What follows belongs to an exercise in optimizing a design on an open flow for small area and a short achievable clock period; a production flow would make more cautious choices.
RTL that was checked went through simulation tests only; none was proved equivalent to the original.
Power figures rest on the tool's default switching activity, not on a simulated workload.

==> 09-22: inputs <==
==> flow/design.v <==
`timescale 1ns / 1ps
module NextMux(S, A, B, Y);
	input S;
	input [34:0] A, B;
	output [34:0] Y;
	assign Y = S ? A : B;
endmodule
module Check(n0, n1, n2, n3, n4, e0, e1, e2, e3, e4, q02a, q02b, q34a, q34b, q1, top, ptop);
	input [6:0] n0, n1, n2, n3, n4, e0, e1, e2, e3, e4;
	output q02a, q02b, q34a, q34b, q1, top, ptop;
	function eqsum8;
		input [7:0] x, y, z;
		reg [7:0] k;
		begin
			k = (x & y) | ((x ^ y) & ~z);
			eqsum8 = (x ^ y ^ z) == {k[6:0], 1'b0};
		end
	endfunction
	wire [6:0] e2p = (e2 == 7'd93) ? 7'd0 : (e2 == 7'd94) ? 7'd1 : e2 + 7'd2;
	wire [6:0] e4p = (e4 == 7'd94) ? 7'd0 : e4 + 7'd1;
	wire v = (e0 == e2p) & (e3 == e4p);
	assign ptop = (e0 == 7'd0) & (e1 == 7'd94) & (e2 == 7'd93) & (e3 == 7'd2) & (e4 == 7'd1);
	wire [6:0] h1 = e1[0] ? {1'b0, e1[6:1]} : {1'b0, e1[6:1]} + 7'd47;
	wire [7:0] e2b = {1'b0, e2} + 8'd95;
	assign q02a = eqsum8({1'b0, n0}, {1'b0, n2}, {1'b0, e2});
	assign q02b = eqsum8({1'b0, n0}, {1'b0, n2}, e2b);
	wire [6:0] d4 = (e4 >= 7'd3) ? e4 - 7'd3 : e4 + 7'd92;
	wire [7:0] d4b = {1'b0, d4} + 8'd95;
	assign q34a = eqsum8({1'b0, n3}, {1'b0, n4}, {1'b0, d4});
	assign q34b = eqsum8({1'b0, n3}, {1'b0, n4}, d4b);
	assign q1 = v & (n1 == h1);
	assign top = (n0 == 7'd94) & (n1 == 7'd94) & (n2 == 7'd94) & (n3 == 7'd94) & (n4 == 7'd94);
endmodule
module System(RESET, CLK, ENCRYPTED, PASSWD_INIT, FLAG, FOUND, TXD);
	input RESET;
	input CLK;
	input [0:39] ENCRYPTED;
	input [0:39] PASSWD_INIT;
	output FLAG;
	output FOUND;
	output TXD;
	function [6:0] inc7;
		input [6:0] x;
		input c;
		integer k;
		reg t;
		begin
			t = c;
			for (k = 0; k < 7; k = k + 1) begin
				inc7[k] = x[k] ^ t;
				t = t & x[k];
			end
		end
	endfunction
	wire [6:0] e0 = ENCRYPTED[1:7];
	wire [6:0] e1 = ENCRYPTED[9:15];
	wire [6:0] e2 = ENCRYPTED[17:23];
	wire [6:0] e3 = ENCRYPTED[25:31];
	wire [6:0] e4 = ENCRYPTED[33:39];
	wire [34:0] init = {PASSWD_INIT[1:7], PASSWD_INIT[9:15], PASSWD_INIT[17:23], PASSWD_INIT[25:31], PASSWD_INIT[33:39]};
	reg rst_q;
	always @(posedge CLK) rst_q <= RESET;
	reg [6:0] p0, p1, p2, p3, p4;
	reg f02a, f02b, f34a, f34b, f1;
	wire found = (f02a | f02b) & (f34a | f34b) & f1;
	wire w4 = p4 == 7'd94;
	wire w3 = p3 == 7'd94;
	wire w2 = p2 == 7'd94;
	wire w1 = p1 == 7'd94;
	wire top = w4 & w3 & w2 & w1 & (p0 == 7'd94);
	wire stop = found | top;
	wire c4 = !stop;
	wire c3 = c4 & w4;
	wire c2 = c3 & w3;
	wire c1 = c2 & w2;
	wire c0 = c1 & w1;
	wire [6:0] i4 = (c3) ? 7'd0 : inc7(p4, c4);
	wire [6:0] i3 = (c2) ? 7'd0 : inc7(p3, c3);
	wire [6:0] i2 = (c1) ? 7'd0 : inc7(p2, c2);
	wire [6:0] i1 = (c0) ? 7'd0 : inc7(p1, c1);
	wire [6:0] i0 = inc7(p0, c0);
	wire [34:0] n;
	NextMux nm(.S(RESET), .A(init), .B({i0, i1, i2, i3, i4}), .Y(n));
	wire [6:0] n0 = n[34:28];
	wire [6:0] n1 = n[27:21];
	wire [6:0] n2 = n[20:14];
	wire [6:0] n3 = n[13:7];
	wire [6:0] n4 = n[6:0];
	wire q02a, q02b, q34a, q34b, q1, topN, ptop;
	Check ck(.n0(n0), .n1(n1), .n2(n2), .n3(n3), .n4(n4), .e0(e0), .e1(e1), .e2(e2), .e3(e3), .e4(e4),
		.q02a(q02a), .q02b(q02b), .q34a(q34a), .q34b(q34b), .q1(q1), .top(topN), .ptop(ptop));
	reg [14:0] hx;
	reg hb15;
	wire hz = hx[13:0] == 14'd0;
	reg fle, flh;
	always @(posedge CLK) begin
		p0 <= n0; p1 <= n1; p2 <= n2; p3 <= n3; p4 <= n4;
		f02a <= q02a; f02b <= q02b;
		f34a <= q34a; f34b <= q34b;
		f1 <= q1;
		hx <= rst_q ? 15'd4 : {hx[13:0], hx[14] ^ hx[13] ^ hz};
		hb15 <= rst_q ? 1'b0 : hb15 ^ (hz & !hx[14]);
		fle <= topN & !ptop;
		flh <= hb15 & !rst_q & !RESET;
	end
	assign FOUND = found;
	assign FLAG = fle | flh;
	reg [8:0] ph;     
	reg [3:0] j;
	reg [2:0] b;
	reg txd;
	wire slot_end = ph == 9'd118;
	wire done = b == 3'd6;
	wire [8:0] phn = {ph[7:0], ph[8] ^ ph[4]};
	always @(posedge CLK) begin
		ph <= !stop ? 9'd1 : rst_q ? 9'd2 : slot_end ? 9'd1 : phn;
		if (rst_q) begin
			j <= 4'd6;
			b <= 3'd0;
		end else if (stop && slot_end) begin
			j <= (j == 4'd0) ? 4'd6 : {j[3] ^ (&j[2:0]), j[2] ^ (&j[1:0]), j[1] ^ j[0], ~j[0]};
			if (j == 4'd0 && !done) b <= {b[2] ^ (&b[1:0]), b[1] ^ b[0], ~b[0]};
		end
	end
	reg dbit;
	always @(*) begin
		case (b)
			3'd1: dbit = j[2:0] == 3'd7 ? 1'b0 : p0[j[2:0]];
			3'd2: dbit = j[2:0] == 3'd7 ? 1'b0 : p1[j[2:0]];
			3'd3: dbit = j[2:0] == 3'd7 ? 1'b0 : p2[j[2:0]];
			3'd4: dbit = j[2:0] == 3'd7 ? 1'b0 : p3[j[2:0]];
			3'd5: dbit = j[2:0] == 3'd7 ? 1'b0 : p4[j[2:0]];
			default: dbit = 1'b1;
		endcase
	end
	wire low = !done & ((j == 4'd7) | (j[3] & !dbit));
	always @(posedge CLK) txd <= RESET | rst_q | !low;
	assign TXD = txd;
endmodule
==> flow/flow/run.sh <==
#!/bin/bash
export BUFFER_PORTS_ARGS="-buffer_cell sky130_fd_sc_hd__buf_2"
bash standard.sh SETUP_SLACK_MARGIN=12.3 finish > standard.log 2>&1
==> flow/standard.sh <==
#!/bin/bash
# synth_recipe.tcl (not shown) runs the flow's synth.tcl, then flattens the netlist and writes it again
# the make line also repeats each setting of config.mk as NAME=value (left out here)
make -C /OpenROAD-flow-scripts/flow DESIGN_CONFIG=/design/flow/config.mk WORK_HOME=/design/flow/orfs CLKGATE_MAP_FILE= SYNTH_SCRIPT=/design/flow/synth_recipe.tcl "${@:-finish}"
==> flow/config.mk <==
export PLATFORM = sky130hd
export DESIGN_NAME = System
export DESIGN_NICKNAME = System
export VERILOG_FILES = /design/flow/design.v
export SDC_FILE = /design/flow/constraint.sdc
export NUM_CORES = 4
export LEC_CHECK = 0
export CAP_MARGIN = 20
export CORE_MARGIN = 2
export CORE_UTILIZATION = 40
export SLEW_MARGIN = 20
==> flow/constraint.sdc <==
create_clock -name core_clock -period 17.0 [get_ports {CLK}]
set_input_delay 3.4000 -clock core_clock [delete_from_list [all_inputs] [get_ports {CLK}]]
set_output_delay 3.4000 -clock core_clock [all_outputs]
set_load 0.01 [all_outputs]
==> 07-23: changes against 09-22 <==
==> flow/design.v (replaced) <==
`timescale 1ns / 1ps
module System(RESET, CLK, ENCRYPTED, PASSWD_INIT, FLAG, FOUND, TXD);
	input RESET;
	input CLK;
	input [0:39] ENCRYPTED;
	input [0:39] PASSWD_INIT;
	output FLAG;
	output FOUND;
	output TXD;
	function [7:0] add8;
		input [7:0] x, y;
		input ci;
		integer k;
		reg c;
		begin
			c = ci;
			for (k = 0; k < 8; k = k + 1) begin
				add8[k] = x[k] ^ y[k] ^ c;
				c = (x[k] & y[k]) | (c & (x[k] ^ y[k]));
			end
		end
	endfunction
	function eqsum8;
		input [7:0] x, y, z;
		reg [7:0] k;
		begin
			k = (x & y) | ((x ^ y) & ~z);
			eqsum8 = (x ^ y ^ z) == {k[6:0], 1'b0};
		end
	endfunction
	function eqsum3;
		input [7:0] x, y, c, z;
		reg [7:0] s, k;
		begin
			s = x ^ y ^ c;
			k = (x & y) | (x & c) | (y & c);
			eqsum3 = eqsum8(s, {k[6:0], 1'b0}, z);
		end
	endfunction
	function [6:0] inc7;
		input [6:0] x;
		input c;
		integer k;
		reg t;
		begin
			t = c;
			for (k = 0; k < 7; k = k + 1) begin
				inc7[k] = x[k] ^ t;
				t = t & x[k];
			end
		end
	endfunction
	wire [6:0] e0 = ENCRYPTED[1:7];
	wire [6:0] e1 = ENCRYPTED[9:15];
	wire [6:0] e2 = ENCRYPTED[17:23];
	wire [6:0] e3 = ENCRYPTED[25:31];
	wire [6:0] e4 = ENCRYPTED[33:39];
	wire [6:0] I0 = PASSWD_INIT[1:7];
	wire [6:0] I1 = PASSWD_INIT[9:15];
	wire [6:0] I2 = PASSWD_INIT[17:23];
	wire [6:0] I3 = PASSWD_INIT[25:31];
	wire [6:0] I4 = PASSWD_INIT[33:39];
	reg rst_q;
	always @(posedge CLK) rst_q <= RESET;
	reg [6:0] p0, p1, p2, p3, p4;
	reg fv, f1, f02, f34;
	wire found = fv & f1 & f02 & f34;
	wire w4 = p4 == 7'd94;
	wire w3 = p3 == 7'd94;
	wire w2 = p2 == 7'd94;
	wire w1 = p1 == 7'd94;
	wire top = w4 & w3 & w2 & w1 & (p0 == 7'd94);
	wire stop = found | top;
	wire c4 = !stop;
	wire c3 = c4 & w4;
	wire c2 = c3 & w3;
	wire c1 = c2 & w2;
	wire c0 = c1 & w1;
	wire [6:0] i4 = (c3) ? 7'd0 : inc7(p4, c4);
	wire [6:0] i3 = (c2) ? 7'd0 : inc7(p3, c3);
	wire [6:0] i2 = (c1) ? 7'd0 : inc7(p2, c2);
	wire [6:0] i1 = (c0) ? 7'd0 : inc7(p1, c1);
	wire [6:0] i0 = inc7(p0, c0);
	wire topn = top | (c4 & (p4 == 7'd93) & w3 & w2 & w1 & (p0 == 7'd94));
	wire v = (eqsum8({1'b0, e2}, 8'd2, {1'b0, e0}) | eqsum8({1'b0, e2}, 8'd163, {1'b0, e0})) &
	         (eqsum8({1'b0, e4}, 8'd1, {1'b0, e3}) | eqsum8({1'b0, e4}, 8'd162, {1'b0, e3}));
	wire ptop = (e0 == 7'd0) & (e1 == 7'd94) & (e2 == 7'd93) & (e3 == 7'd2) & (e4 == 7'd1);
	wire r1 = ((I1 == e1[6:1]) & e1[0]) | eqsum8({I1, 1'b1}, 8'd161, {1'b0, e1});
	wire r02 = eqsum8({1'b0, I0}, {1'b0, I2}, {1'b0, e2}) | eqsum3({1'b0, I0}, {1'b0, I2}, 8'd161, {1'b0, e2});
	wire r34 = eqsum3({1'b0, I3}, {1'b0, I4}, 8'd3, {1'b0, e4}) | eqsum3({1'b0, I3}, {1'b0, I4}, 8'd164, {1'b0, e4}) |
		((e4 == 7'd0) & (((I3 == 7'd93) & (I4 == 7'd94)) | ((I3 == 7'd94) & (I4 == 7'd93)))) |
		((e4 == 7'd1) & (I3 == 7'd94) & (I4 == 7'd94));
	wire topI = (I0 == 7'd94) & (I1 == 7'd94) & (I2 == 7'd94) & (I3 == 7'd94) & (I4 == 7'd94);
	wire [7:0] u1 = add8({i1, 1'b1}, 8'd161, 1'b0);
	wire q1 = ((i1 == e1[6:1]) & e1[0]) | (u1 == {1'b0, e1});
	wire [7:0] s02 = add8({1'b0, i0}, {1'b0, i2}, 1'b0);
	wire [7:0] s02b = add8(s02, 8'd161, 1'b0);
	wire q02 = (s02 == {1'b0, e2}) | (s02b == {1'b0, e2});
	wire [7:0] s34 = add8({1'b0, i3}, {1'b0, i4}, 1'b1);    
	wire [7:0] s34a = add8(s34, 8'd2, 1'b0);               
	wire [7:0] s34b = add8(s34, 8'd163, 1'b0);             
	wire q34 = (s34a == {1'b0, e4}) | (s34b == {1'b0, e4}) |
		((e4 == 7'd0) & (s34a == 8'd190)) | ((e4 == 7'd1) & (s34a == 8'd191));
	reg [14:0] hx;
	reg hb15;
	wire hz = hx[13:0] == 14'd0;
	reg fl;
	always @(posedge CLK) begin
		if (RESET) begin
			p0 <= I0; p1 <= I1; p2 <= I2; p3 <= I3; p4 <= I4;
		end else begin
			p0 <= i0; p1 <= i1; p2 <= i2; p3 <= i3; p4 <= i4;
		end
		fv <= v;
		f1 <= RESET ? r1 : q1;
		f02 <= RESET ? r02 : q02;
		f34 <= RESET ? r34 : q34;
		hx <= rst_q ? 15'd4 : {hx[13:0], hx[14] ^ hx[13] ^ hz};
		hb15 <= rst_q ? 1'b0 : hb15 ^ (hz & !hx[14]);
		fl <= ((RESET ? topI : topn) & !ptop) | (hb15 & !rst_q & !RESET);
	end
	assign FOUND = found;
	assign FLAG = fl;
	reg [8:0] ph;
	reg [3:0] j;
	reg [2:0] b;
	reg txd;
	wire [8:0] phe = rst_q ? 9'd0 : ph;
	wire slot_end = ph == 9'd431;
	wire done = b == 3'd6;
	always @(posedge CLK) begin
		ph <= (stop && phe != 9'd431) ? {phe[8:1] ^ {(&phe[7:0]), (&phe[6:0]), (&phe[5:0]), (&phe[4:0]), (&phe[3:0]), (&phe[2:0]), (&phe[1:0]), phe[0]}, ~phe[0]} : 9'd0;
		if (rst_q) begin
			j <= 4'd6;
			b <= 3'd0;
		end else if (stop && slot_end) begin
			j <= (j == 4'd0) ? 4'd6 : {j[3] ^ (&j[2:0]), j[2] ^ (&j[1:0]), j[1] ^ j[0], ~j[0]};
			if (j == 4'd0 && !done) b <= {b[2] ^ (&b[1:0]), b[1] ^ b[0], ~b[0]};
		end
	end
	reg dbit;
	always @(*) begin
		case (b)
			3'd1: dbit = j[2:0] == 3'd7 ? 1'b0 : p0[j[2:0]];
			3'd2: dbit = j[2:0] == 3'd7 ? 1'b0 : p1[j[2:0]];
			3'd3: dbit = j[2:0] == 3'd7 ? 1'b0 : p2[j[2:0]];
			3'd4: dbit = j[2:0] == 3'd7 ? 1'b0 : p3[j[2:0]];
			3'd5: dbit = j[2:0] == 3'd7 ? 1'b0 : p4[j[2:0]];
			default: dbit = 1'b1;
		endcase
	end
	wire low = !done & ((j == 4'd7) | (j[3] & !dbit));
	always @(posedge CLK) txd <= RESET | rst_q | !low;
	assign TXD = txd;
endmodule
==> flow/flow/run.sh (replaced) <==
#!/bin/bash
export BUFFER_PORTS_ARGS="-buffer_cell sky130_fd_sc_hd__buf_2"
bash standard.sh > standard.log 2>&1
==> 10-01: changes against 09-22 <==
==> flow/design.v (replaced) <==
`timescale 1ns / 1ps
module NextMux(S, A, B, Y);
	input S;
	input [34:0] A, B;
	output [34:0] Y;
	assign Y = S ? A : B;
endmodule
module Check(n0, n1, n2, n3, n4, e0, e1, e2, e3, e4, q02, q34, q1);
	input [6:0] n0, n1, n2, n3, n4, e0, e1, e2, e3, e4;
	output q02, q34, q1;
	function eqk9;
		input [8:0] x, y, kc;
		reg [8:0] c;
		begin
			c = (x & y) | ((x | y) & ~kc);
			eqk9 = (x ^ y ^ kc) == {c[7:0], 1'b0};
		end
	endfunction
	function [6:0] addk7;
		input [6:0] x, kc;
		integer k;
		reg c;
		begin
			c = 1'b0;
			for (k = 0; k < 7; k = k + 1) begin
				addk7[k] = x[k] ^ kc[k] ^ c;
				c = (x[k] & kc[k]) | (c & (x[k] | kc[k]));
			end
		end
	endfunction
	wire [6:0] ne2x = ~e2;
	wire [6:0] ne4x = ~e4;
	wire s0 = e0[0] ^ ne2x[0];
	wire s3 = e3[0] ^ ne4x[0];
	wire v = eqk9({2'b0, e0}, {2'b0, ne2x}, {1'b0, s0, 1'b0, ~s0, 3'b000, ~s0, s0}) &
	         eqk9({2'b0, e3}, {2'b0, ne4x}, {1'b0, ~s3, 1'b0, s3, 4'b0000, s3});
	wire [6:0] h1 = e1[0] ? {1'b0, e1[6:1]} : addk7({1'b0, e1[6:1]}, 7'd47);
	wire [6:0] ne2 = ~e2;
	wire [6:0] a02 = n0 ^ n2 ^ ne2;
	wire [6:0] b02 = (n0 & n2) | (n0 & ne2) | (n2 & ne2);
	assign q02 = eqk9({2'b0, a02}, {1'b0, b02, 1'b0}, {1'b0, ~a02[0], 1'b1, a02[0], 4'b1111, a02[0]});
	wire [6:0] ne4 = ~e4;
	wire [6:0] a34 = n3 ^ n4 ^ ne4;
	wire [6:0] b34 = (n3 & n4) | (n3 & ne4) | (n4 & ne4);
	wire s34 = a34[0];
	wire hi3 = (n3[6:2] == 5'b10111) & (n3[1] ^ n3[0]);
	wire hi4 = (n4[6:2] == 5'b10111) & (n4[1] ^ n4[0]);
	wire x34 = hi3 & hi4 & (e4[6:1] == 6'd0) & (e4[0] ? (n3[1] & n4[1]) : (n3[1] ^ n4[1]));
	assign q34 = eqk9({2'b0, a34}, {1'b0, b34, 1'b0}, {1'b0, s34, 1'b1, ~s34, 2'b11, ~s34, s34, s34}) | x34;
	assign q1 = v & (n1 == h1);
endmodule
module System(RESET, CLK, ENCRYPTED, PASSWD_INIT, FLAG, FOUND, TXD);
	input RESET;
	input CLK;
	input [0:39] ENCRYPTED;
	input [0:39] PASSWD_INIT;
	output FLAG;
	output FOUND;
	output TXD;
	function [6:0] inc7;
		input [6:0] x;
		input c;
		integer k;
		reg t;
		begin
			t = c;
			for (k = 0; k < 7; k = k + 1) begin
				inc7[k] = x[k] ^ t;
				t = t & x[k];
			end
		end
	endfunction
	wire [6:0] e0 = ENCRYPTED[1:7];
	wire [6:0] e1 = ENCRYPTED[9:15];
	wire [6:0] e2 = ENCRYPTED[17:23];
	wire [6:0] e3 = ENCRYPTED[25:31];
	wire [6:0] e4 = ENCRYPTED[33:39];
	wire [34:0] init = {PASSWD_INIT[1:7], PASSWD_INIT[9:15], PASSWD_INIT[17:23], PASSWD_INIT[25:31], PASSWD_INIT[33:39]};
	reg rst_q;
	always @(posedge CLK) rst_q <= RESET;
	reg [6:0] p0, p1, p2, p3, p4;
	reg f02, f34, f1;
	wire found = f02 & f34 & f1;
	wire w4 = p4 == 7'd94;
	wire w3 = p3 == 7'd94;
	wire w2 = p2 == 7'd94;
	wire w1 = p1 == 7'd94;
	wire top = w4 & w3 & w2 & w1 & (p0 == 7'd94);
	wire stop = found | top;
	wire c4 = !stop;
	wire c3 = c4 & w4;
	wire c2 = c3 & w3;
	wire c1 = c2 & w2;
	wire c0 = c1 & w1;
	wire [6:0] i4 = (c3) ? 7'd0 : inc7(p4, c4);
	wire [6:0] i3 = (c2) ? 7'd0 : inc7(p3, c3);
	wire [6:0] i2 = (c1) ? 7'd0 : inc7(p2, c2);
	wire [6:0] i1 = (c0) ? 7'd0 : inc7(p1, c1);
	wire [6:0] i0 = inc7(p0, c0);
	wire [34:0] n;
	NextMux nm(.S(RESET), .A(init), .B({i0, i1, i2, i3, i4}), .Y(n));
	wire [6:0] n0 = n[34:28];
	wire [6:0] n1 = n[27:21];
	wire [6:0] n2 = n[20:14];
	wire [6:0] n3 = n[13:7];
	wire [6:0] n4 = n[6:0];
	wire q02, q34, q1;
	Check ck(.n0(n0), .n1(n1), .n2(n2), .n3(n3), .n4(n4), .e0(e0), .e1(e1), .e2(e2), .e3(e3), .e4(e4),
		.q02(q02), .q34(q34), .q1(q1));
	reg [14:0] hx;
	reg hb15;
	wire hz = hx[13:0] == 14'd0;
	always @(posedge CLK) begin
		p0 <= n0; p1 <= n1; p2 <= n2; p3 <= n3; p4 <= n4;
		f02 <= q02; f34 <= q34;
		f1 <= q1;
		hx <= rst_q ? 15'd2 : {hx[13:0], hx[14] ^ hx[13] ^ hz};
		hb15 <= rst_q ? 1'b0 : hb15 ^ (hz & !hx[14]);
	end
	assign FOUND = found;
	assign FLAG = (top & !found) | (hb15 & !rst_q);
	reg [8:0] ph;     
	reg [3:0] j;
	reg [2:0] b;
	reg txd;
	wire slot_end = ph == 9'd118;
	wire done = b == 3'd6;
	wire [8:0] phn = {ph[7:0], ph[8] ^ ph[4]};
	always @(posedge CLK) begin
		ph <= !stop ? 9'd1 : rst_q ? 9'd2 : slot_end ? 9'd1 : phn;
		if (rst_q) begin
			j <= 4'd6;
			b <= 3'd0;
		end else if (stop && slot_end) begin
			j <= (j == 4'd0) ? 4'd6 : {j[3] ^ (&j[2:0]), j[2] ^ (&j[1:0]), j[1] ^ j[0], ~j[0]};
			if (j == 4'd0 && !done) b <= {b[2] ^ (&b[1:0]), b[1] ^ b[0], ~b[0]};
		end
	end
	wire [7:0] bs = {1'b1, p0[j[2:0]], p1[j[2:0]], p2[j[2:0]], p3[j[2:0]], p4[j[2:0]], 2'b11};
	wire dbit = (j[2:0] == 3'd7) ? (b == 3'd0 || b >= 3'd6) : bs[3'd7 - b];
	wire low = !done & ((j == 4'd7) | (j[3] & !dbit));
	always @(posedge CLK) txd <= RESET | rst_q | !low;
	assign TXD = txd;
endmodule
==> flow/flow/run.sh (replaced) <==
#!/bin/bash
export BUFFER_PORTS_ARGS="-buffer_cell sky130_fd_sc_hd__buf_2"
bash standard.sh SETUP_SLACK_MARGIN=11.6 finish > standard.log 2>&1
CORE_UTILIZATION = 60   (was 40)
==> run summary <==
| item | 09-22 | 07-23 | 10-01 |
|---|---|---|---|
| Outcome | timing/DRC/antenna clean | timing/DRC/antenna clean | timing/DRC/antenna clean |
| Avg Vias per Cell | 5.380 | 5.080 | 5.596 |
| Reg area | 1521 um2 | 1481 um2 | 1441 um2 |
| CTS clk-pin slew, worst paths | 0.06 ns | 0.06 ns | 0.08 ns |
| Postcts setup bufs | 26 | 0 | 1 |
| Average wire per standard cell | 16.94 um | 15.27 um | 16.15 um |
| Well tap count | 211 | 225 | 105 |
| M1 GR Usage | 25.01% | 26.62% | 35.61% |
| Reg-to-reg slack, setup | 12.08 ns | 10.55 ns | 11.87 ns |
| Length of routed met3 wiring | 862 um | 598 um | 539 um |
| Placed inst area | 6895 um2 | 7677 um2 | 5494 um2 |
| Longest individual stage delay on the worst path | 0.48 ns | 0.63 ns | 0.59 ns |
| Final Cell Area | 7889 um2 | 8045 um2 | 6010 um2 |
| Number of cells after detailed placement | 970 | 1075 | 699 |
| Maximum achievable frequency | 175.6 MHz | 155.1 MHz | 184.2 MHz |
| Switching power of the nets | 0.0001745 W | 0.0002069 W | 0.0001486 W |
| Layout cells sized above 1 | 25.28% | 13.86% | 23.83% |
| Routed length on met1 | 7072 um | 8193 um | 5260 um |
| Total Nets Final | 968 | 1091 | 782 |
| Die area | 16670 um2 | 18860 um2 | 9166 um2 |
| Synthesis-to-finish area growth | 26.02% | 13.14% | 19.00% |
| Clock latency on the worst-skew pair | 0.34 ns | 0.34 ns | 0.36 ns |
Function not checked in 09-22 and 07-23: the RTL went through the layout flow alone.

-- separate check: timing with driven ports --
Ports are ideal in the flow. The routed layouts listed here were re-timed in OpenROAD.
Step 1 assumes that a clkbuf_16 drives the clock port and a buf_2 every other input.
Step 2, shift: input delay + t, output delay - t, t = (earliest + latest rising clock arrival at the registers) / 2. This alone moves slack from input paths to output paths.
Slacks: no drivers / after step 1 / after step 2; pairs: no drivers / after step 1.
run	t, ns	setup slack, ns	worst slew at a driven data input, ns
09-22	0.376	11.306 / 11.285 / 10.909	0.06
07-23	0.374	10.553 / 10.553 / 10.553	0.04
10-01	0.383	11.571 / 11.570 / 11.188	0.04
After both steps every run listed still meets setup and hold. For 09-22, which loses most, drivers alone change the setup slack by -0.021 ns; drivers and shift together by -0.397 ns.
